This design comes from an exercise in tuning for small area on the open sky130 flow, not from production work.
At most, simulation tests tie the RTL to the original design; equivalence was not proved.
No activity file was given, so power comes from the tool's default toggle rates.

==> flow/design.v <==
module pipeline(
    input           clk,
    input           reset,
    input           stall,
    output[15:0]    iaddr,
    input[15:0]     idata,
    output[15:0]    daddr,
    output[15:0]    ddata_out,
    input[15:0]     ddata_in,
    output          dwrite_en,
    output          dread_en);
    localparam IT_ARITH = 3'b000;
    localparam IT_LOAD = 3'b001;
    localparam IT_STORE = 3'b010;
    localparam IT_ADDI = 3'b011;
    localparam IT_LUI = 3'b100;
    localparam IT_CONDBR = 3'b101;
    localparam IT_UNCONDBR = 3'b110;
    localparam IT_BRANCHREG = 3'b111;
    localparam OP_AND = 3'b000;
    localparam OP_OR = 3'b001;
    localparam OP_SHL = 3'b010;
    localparam OP_SHR = 3'b011;
    localparam OP_ADD = 3'b100;
    localparam OP_SUB = 3'b101;
    localparam OP_XOR = 3'b110;
    localparam OP_NOT = 3'b111;
    reg[15:0] pc;                
    reg[127:0] registers;        
    reg[7:0] reg_valid;          
    reg[3:0] condition_codes;    
    reg[15:0] id_ex_instruction;
    reg[15:0] id_ex_pc;          
    reg id_ex_bypass_a;          
    reg id_ex_bypass_b;          
    reg ex_wb_has_writeback;
    reg ex_wb_is_load;
    reg[2:0] ex_wb_reg;
    reg[15:0] ex_wb_result;
    wire[15:0] inst = id_ex_instruction;
    wire[2:0] ex_type = inst[15:13];
    wire[2:0] ex_op = inst[11:9];
    wire[2:0] ex_ra = inst[5:3];
    wire[2:0] ex_rb = inst[8:6];
    wire ex_is_arith = ex_type == IT_ARITH;
    wire ex_is_pc_relative = ex_type == IT_CONDBR || ex_type == IT_UNCONDBR;
    reg[15:0] ex_immediate;
    always @*
    begin
        case (ex_type)
            IT_STORE: ex_immediate = { {9{inst[12]}}, inst[12:9], inst[2:0] };
            IT_LUI: ex_immediate = { inst[12:3], 6'd0 };
            IT_CONDBR: ex_immediate = { {6{inst[9]}}, inst[9:0] };
            IT_UNCONDBR: ex_immediate = { {4{inst[11]}}, inst[11:0] };
            default: ex_immediate = { {9{inst[12]}}, inst[12:6] };
        endcase
    end
    wire ex_bypass_a = id_ex_bypass_a;
    wire ex_bypass_b = id_ex_bypass_b;
    wire ex_a_is_reg = !ex_type[2];
    reg[15:0] ex_operand1;
    reg[15:0] ex_regb_bypassed;
    integer k;
    always @*
    begin
        ex_operand1 = ({16{ex_is_pc_relative}} & id_ex_pc)
            | ({16{ex_a_is_reg && ex_bypass_a}} & ex_wb_result);
        ex_regb_bypassed = {16{ex_bypass_b}} & ex_wb_result;
        for (k = 0; k < 8; k = k + 1)
        begin
            ex_operand1 = ex_operand1 | ({16{ex_a_is_reg && !ex_bypass_a
                && ex_ra == k && reg_valid[k]}} & registers[k * 16 +: 16]);
            ex_regb_bypassed = ex_regb_bypassed | ({16{!ex_bypass_b
                && ex_rb == k && reg_valid[k]}} & registers[k * 16 +: 16]);
        end
    end
    wire[15:0] ex_operand2 = (ex_is_arith || ex_type == IT_BRANCHREG)
        ? ex_regb_bypassed : ex_immediate;
    wire ex_do_subtract = ex_is_arith && ex_op == OP_SUB;
    wire[15:0] ex_addend = {16{ex_do_subtract}} ^ ex_operand2;
    wire[15:0] ex_g = ex_operand1 & ex_addend;
    wire[15:0] ex_p = ex_operand1 ^ ex_addend;
    wire[16:0] ex_carry;
    wire[16:0] ex_sum;
    assign ex_carry[0] = ex_do_subtract;
    genvar i;
    generate
        for (i = 0; i < 16; i = i + 1)
        begin : rca
            assign ex_carry[i + 1] = ex_g[i] | (ex_p[i] & ex_carry[i]);
        end
    endgenerate
    assign ex_sum[15:0] = ex_p ^ ex_carry[15:0];
    assign ex_sum[16] = ex_carry[16];
    wire ex_overflow = ex_operand2[15] == ex_sum[15]
        && ex_operand1[15] != ex_operand2[15];
    wire ex_sel_sum = !ex_is_arith || ex_op == OP_ADD || ex_op == OP_SUB;
    wire ex_sel_and = ex_is_arith && ex_op == OP_AND;
    wire ex_sel_or = ex_is_arith && ex_op == OP_OR;
    wire ex_sel_xor = ex_is_arith && ex_op == OP_XOR;
    wire ex_sel_not = ex_is_arith && ex_op == OP_NOT;
    wire ex_sel_shl = ex_is_arith && ex_op == OP_SHL;
    wire ex_sel_shr = ex_is_arith && ex_op == OP_SHR;
    wire[15:0] ex_alu_result = ({16{ex_sel_sum}} & ex_sum[15:0])
        | ({16{ex_sel_and}} & ex_g)
        | ({16{ex_sel_or}} & (ex_g | ex_p))
        | ({16{ex_sel_xor}} & ex_p)
        | ({16{ex_sel_not}} & ~ex_operand1)
        | ({16{ex_sel_shl}} & { ex_operand1[14:0], 1'b0 })
        | ({16{ex_sel_shr}} & { 1'b0, ex_operand1[15:1] });
    wire ex_carry_out = (ex_is_arith && (ex_op == OP_ADD || ex_op == OP_SUB)
            && (ex_sum[16] ^ ex_do_subtract))
        | (ex_sel_shl & ex_operand1[15])
        | (ex_sel_shr & ex_operand1[0]);
    wire ex_branch_flag = condition_codes[inst[11:10]];
    wire ex_branch_en = ex_type == IT_UNCONDBR || ex_type == IT_BRANCHREG
        || (ex_type == IT_CONDBR && (ex_branch_flag ^ inst[12]));
    wire[15:0] ex_branch_target = ex_alu_result;
    assign daddr = ex_alu_result;
    assign dwrite_en = ex_type == IT_STORE;
    assign dread_en = ex_type == IT_LOAD;
    assign ddata_out = ex_regb_bypassed;
    wire[15:0] pc_inc = pc + { 15'd0, !stall };
    assign iaddr = ex_branch_en ? ex_branch_target : pc_inc;
    always @(posedge clk, posedge reset)
    begin
        if (reset)
            pc <= 16'hffff;
        else
            pc <= iaddr;
    end
    always @(posedge clk)
        id_ex_pc <= pc_inc;
    wire ex_has_writeback = ex_is_arith || ex_type == IT_LOAD
        || ex_type == IT_ADDI || ex_type == IT_LUI;
    always @(posedge clk, posedge reset)
    begin
        if (reset)
        begin
            id_ex_instruction <= 0;
            id_ex_bypass_a <= 0;
            id_ex_bypass_b <= 0;
        end
        else if (!stall)
        begin
            id_ex_instruction <= idata;
            id_ex_bypass_a <= ex_has_writeback && inst[2:0] == idata[5:3];
            id_ex_bypass_b <= ex_has_writeback && inst[2:0] == idata[8:6];
        end
    end
    always @(posedge clk, posedge reset)
    begin
        if (reset)
        begin
            ex_wb_has_writeback <= 0;
            condition_codes <= 0;
        end
        else if (!stall)
        begin
            ex_wb_has_writeback <= ex_has_writeback;
            if (ex_is_arith || ex_type == IT_ADDI)
                condition_codes <= { ex_overflow, ex_carry_out, ex_alu_result[15],
                    ex_alu_result == 16'd0 };
        end
    end
    always @(posedge clk)
    begin
        if (!stall)
        begin
            ex_wb_is_load <= ex_type == IT_LOAD;
            ex_wb_reg <= inst[2:0];
            ex_wb_result <= ex_alu_result;
        end
    end
    wire[15:0] wb_value = ex_wb_is_load ? ddata_in : ex_wb_result;
    always @(posedge clk, posedge reset)
    begin
        if (reset)
            reg_valid <= 0;
        else if (ex_wb_has_writeback)
            reg_valid[ex_wb_reg] <= 1'b1;
    end
    genvar r;
    generate
        for (r = 0; r < 8; r = r + 1)
        begin : regfile
            always @(posedge clk)
            begin
                if (ex_wb_has_writeback && ex_wb_reg == r)
                    registers[r * 16 +: 16] <= wb_value;
            end
        end
    endgenerate
endmodule
Settings: LEC_CHECK=0, CAP_MARGIN=10, CORE_MARGIN=2, CORE_UTILIZATION=30, PLACE_DENSITY=0.45, SLEW_MARGIN=10; clock period 12.0 ns.
standard.sh (not shown) runs the stock make flow with config.mk's settings and CLKGATE_MAP_FILE= SYNTH_SCRIPT=/design/flow/synth_recipe.tcl, a recipe that flattens the netlist after the stock synthesis.
==> flow/flow/run.sh <==
#!/bin/bash
# Own layout flow: the standard flow (standard.sh) with these changes:
#  - synthesis: ABC maps the logic with an area-oriented script
#    (flow/abc_area.script) instead of ORFS's delay-oriented one, and the
#    adder step (extract_fa to full/half adder cells) is skipped so that ABC
#    maps that logic too. The flip-flop mapping and everything else is the
#    standard synthesis, so the registers, their names and their cells are
#    the standard synthesis's.
#  - placement: every input and output port still gets a buffer, but the
#    smallest buffer cell (buf_1) rather than a delay buffer.
#  - clock tree: larger sink clusters and no dummy loads.
set -euo pipefail
W=$(pwd)
HERE=$(cd "$(dirname "${BASH_SOURCE[0]}")" && pwd)

# ORFS's synth.tcl with the ABC script swapped right after its preamble.
awk -v abc="$HERE/abc_area.script" '
  { print }
  /^source \$::env\(SCRIPTS_DIR\)\/synth_preamble.tcl/ {
    print "lset abc_args 1 {" abc "}"
    print "puts \"Own flow: ABC script [lindex $abc_args 1]\""
  }
  /^# Technology mapping of adders/ {
    print "set ::env(ADDER_MAP_FILE) {}"
  }' "$FLOW_HOME/scripts/synth.tcl" > "$W/own_synth.tcl"
grep -q "^lset abc_args 1" "$W/own_synth.tcl"
grep -q "^set ::env(ADDER_MAP_FILE) {}" "$W/own_synth.tcl"

# synth_recipe.tcl (the standard synthesis wrapper), sourcing the copy above.
sed "s#source \$::env(SCRIPTS_DIR)/synth.tcl#source {$W/own_synth.tcl}#" \
  synth_recipe.tcl > "$W/own_synth_recipe.tcl"
grep -q "own_synth.tcl" "$W/own_synth_recipe.tcl"

# standard.sh, with the synthesis script replaced.
sed -E "s#SYNTH_SCRIPT=[^ ]+#SYNTH_SCRIPT=$W/own_synth_recipe.tcl#" standard.sh > "$W/own_standard.sh"
grep -q "own_synth_recipe.tcl" "$W/own_standard.sh"

export BUFFER_PORTS_ARGS="-buffer_cell sky130_fd_sc_hd__buf_1"
export CTS_ARGS="-sink_clustering_enable -repair_clock_nets -dont_use_dummy_load -sink_clustering_size 25 -sink_clustering_max_diameter 100"

bash "$W/own_standard.sh" finish > "$W/flow_make.log" 2>&1
test -s "$W/out/final.def"
==> flow/flow/abc_area.script <==
strash
ifraig
scorr
dc2
strash
&get -n
&st
&dch -f
&nf -a -R 1000
&put
The first run finished with timing, DRC and antenna clean.
Change:
--- a/flow/design.v
+++ b/flow/design.v
@@ -32,6 +32,4 @@
     reg[15:0] id_ex_instruction;
     reg[15:0] id_ex_pc;          
-    reg id_ex_bypass_a;          
-    reg id_ex_bypass_b;          
     reg ex_wb_has_writeback;
     reg ex_wb_is_load;
@@ -56,6 +54,6 @@
         endcase
     end
-    wire ex_bypass_a = id_ex_bypass_a;
-    wire ex_bypass_b = id_ex_bypass_b;
+    wire ex_bypass_a = ex_wb_has_writeback && ex_wb_reg == ex_ra;
+    wire ex_bypass_b = ex_wb_has_writeback && ex_wb_reg == ex_rb;
     wire ex_a_is_reg = !ex_type[2];
     reg[15:0] ex_operand1;
@@ -132,20 +130,10 @@
     always @(posedge clk)
         id_ex_pc <= pc_inc;
-    wire ex_has_writeback = ex_is_arith || ex_type == IT_LOAD
-        || ex_type == IT_ADDI || ex_type == IT_LUI;
     always @(posedge clk, posedge reset)
     begin
         if (reset)
-        begin
             id_ex_instruction <= 0;
-            id_ex_bypass_a <= 0;
-            id_ex_bypass_b <= 0;
-        end
         else if (!stall)
-        begin
             id_ex_instruction <= idata;
-            id_ex_bypass_a <= ex_has_writeback && inst[2:0] == idata[5:3];
-            id_ex_bypass_b <= ex_has_writeback && inst[2:0] == idata[8:6];
-        end
     end
     always @(posedge clk, posedge reset)
@@ -158,5 +146,6 @@
         else if (!stall)
         begin
-            ex_wb_has_writeback <= ex_has_writeback;
+            ex_wb_has_writeback <= ex_is_arith || ex_type == IT_LOAD
+                || ex_type == IT_ADDI || ex_type == IT_LUI;
             if (ex_is_arith || ex_type == IT_ADDI)
                 condition_codes <= { ex_overflow, ex_carry_out, ex_alu_result[15],
The changed run ran to the end with no violations.
Clock power is higher by 5.2%.
Clock-buffer cell count rose by 1.
Hold slack is worse by 0.0042 ns.
Wire length came out higher by 3.5%.
Synthesized cell count rises by 3.4%.
Core utilization is about the same.
No functional check of the RTL was part of the second run of this note.

---

alpha:
Starts from the design.v that is shown in full above.
Settings: LEC_CHECK=0, CAP_MARGIN=10, CORE_MARGIN=2, CORE_UTILIZATION=30, PLACE_DENSITY=0.45, SLEW_MARGIN=10; clock period 12.0 ns.
==> flow/flow/run.sh <==
#!/bin/bash
# Own layout flow: the standard flow (standard.sh) with these changes:
#  - synthesis: ABC maps the logic with an area-oriented script
#    (flow/abc_area.script) instead of ORFS's delay-oriented one, and the
#    adder step (extract_fa to full/half adder cells) is skipped so that ABC
#    maps that logic too. The flip-flop mapping and everything else is the
#    standard synthesis, so the registers, their names and their cells are
#    the standard synthesis's.
#  - placement: every input and output port still gets a buffer, but the
#    smallest buffer cell (buf_1) rather than a delay buffer.
#  - clock tree: larger sink clusters and no dummy loads.
set -euo pipefail
W=$(pwd)
HERE=$(cd "$(dirname "${BASH_SOURCE[0]}")" && pwd)

# ORFS's synth.tcl with the ABC script swapped right after its preamble.
awk -v abc="$HERE/abc_area.script" '
  { print }
  /^source \$::env\(SCRIPTS_DIR\)\/synth_preamble.tcl/ {
    print "lset abc_args 1 {" abc "}"
    print "puts \"Own flow: ABC script [lindex $abc_args 1]\""
  }
  /^# Technology mapping of adders/ {
    print "set ::env(ADDER_MAP_FILE) {}"
  }' "$FLOW_HOME/scripts/synth.tcl" > "$W/own_synth.tcl"
grep -q "^lset abc_args 1" "$W/own_synth.tcl"
grep -q "^set ::env(ADDER_MAP_FILE) {}" "$W/own_synth.tcl"

# synth_recipe.tcl (the standard synthesis wrapper), sourcing the copy above.
sed "s#source \$::env(SCRIPTS_DIR)/synth.tcl#source {$W/own_synth.tcl}#" \
  synth_recipe.tcl > "$W/own_synth_recipe.tcl"
grep -q "own_synth.tcl" "$W/own_synth_recipe.tcl"

# standard.sh, with the synthesis script replaced.
sed -E "s#SYNTH_SCRIPT=[^ ]+#SYNTH_SCRIPT=$W/own_synth_recipe.tcl#" standard.sh > "$W/own_standard.sh"
grep -q "own_synth_recipe.tcl" "$W/own_standard.sh"

export BUFFER_PORTS_ARGS="-buffer_cell sky130_fd_sc_hd__buf_1"
export CTS_ARGS="-sink_clustering_enable -repair_clock_nets -dont_use_dummy_load -sink_clustering_size 28 -sink_clustering_max_diameter 110"

bash "$W/own_standard.sh" finish > "$W/flow_make.log" 2>&1
test -s "$W/out/final.def"
Scripts as last shown in full above: flow/flow/abc_area.script
Setup changes, alpha to beta
--- a/flow/design.v
+++ b/flow/design.v
@@ -36,8 +36,9 @@
     reg ex_wb_has_writeback;
     reg ex_wb_is_load;
     reg[2:0] ex_wb_reg;
     reg[15:0] ex_wb_result;
+    reg wb_written;              
     wire[15:0] inst = id_ex_instruction;
     wire[2:0] ex_type = inst[15:13];
     wire[2:0] ex_op = inst[11:9];
     wire[2:0] ex_ra = inst[5:3];
@@ -54,10 +55,10 @@
             IT_UNCONDBR: ex_immediate = { {4{inst[11]}}, inst[11:0] };
             default: ex_immediate = { {9{inst[12]}}, inst[12:6] };
         endcase
     end
-    wire ex_bypass_a = id_ex_bypass_a;
-    wire ex_bypass_b = id_ex_bypass_b;
+    wire ex_bypass_a = id_ex_bypass_a && !wb_written;
+    wire ex_bypass_b = id_ex_bypass_b && !wb_written;
     wire ex_a_is_reg = !ex_type[2];
     reg[15:0] ex_operand1;
     reg[15:0] ex_regb_bypassed;
     integer k;
@@ -168,26 +169,35 @@
         if (!stall)
         begin
             ex_wb_is_load <= ex_type == IT_LOAD;
             ex_wb_reg <= inst[2:0];
-            ex_wb_result <= ex_alu_result;
-        end
-    end
-    wire[15:0] wb_value = ex_wb_is_load ? ddata_in : ex_wb_result;
+        end
+    end
+    always @(posedge clk)
+        ex_wb_result <= ex_alu_result;
+    always @(posedge clk, posedge reset)
+    begin
+        if (reset)
+            wb_written <= 1'b0;
+        else
+            wb_written <= stall;
+    end
+    wire wb_write = ex_wb_has_writeback && (!wb_written || (!stall && ex_wb_is_load));
+    wire[15:0] wb_value = (ex_wb_is_load && !stall) ? ddata_in : ex_wb_result;
     always @(posedge clk, posedge reset)
     begin
         if (reset)
             reg_valid <= 0;
-        else if (ex_wb_has_writeback)
+        else if (wb_write)
             reg_valid[ex_wb_reg] <= 1'b1;
     end
     genvar r;
     generate
         for (r = 0; r < 8; r = r + 1)
         begin : regfile
             always @(posedge clk)
             begin
-                if (ex_wb_has_writeback && ex_wb_reg == r)
+                if (wb_write && ex_wb_reg == r)
                     registers[r * 16 +: 16] <= wb_value;
             end
         end
     endgenerate
- Layout overhead on the synthesized area for beta: 1.2 points up relative to alpha
- The lower relative slew slack came out of beta.
- Between alpha and beta, the cell internal power dissipation does not differ in any meaningful way.
- Looking at hold slack, beta sits 0.0080 ns below alpha.
- Looking only at top fanout value on the critical path, and setting everything else aside, the higher value of alpha and beta goes to beta.
- On maximum frequency, alpha beats beta.
The RTL of beta was laid out without a check of its function.

[separate check: timing with driven ports]
In the flow no input, the clock included, has a driving cell. The finished layouts below were timed again as built, in two steps.
Step 1 sets driving cells, clkbuf_16 on the clock port and buf_2 on the other inputs (assumed; they add their load-dependent delay and slew).
Step 2 times the ports against the registers' clock, not the clock port: input delays grow and output delays shrink by t, the midpoint of the rising clock arrivals with the driver on.
Slacks: ideal ports / drivers / drivers and shift; pairs: ideal ports / drivers.
run	t, ns	setup slack, ns	cell pins on the clock port's net
the first run of note 1	0.526	1.946 / 1.897 / 2.424	1
the second run of note 1	0.521	1.592 / 1.543 / 2.064	1
alpha	0.521	1.946 / 1.899 / 2.420	1
beta	0.511	1.493 / 1.445 / 1.956	1
After both steps every run listed still meets setup and hold.
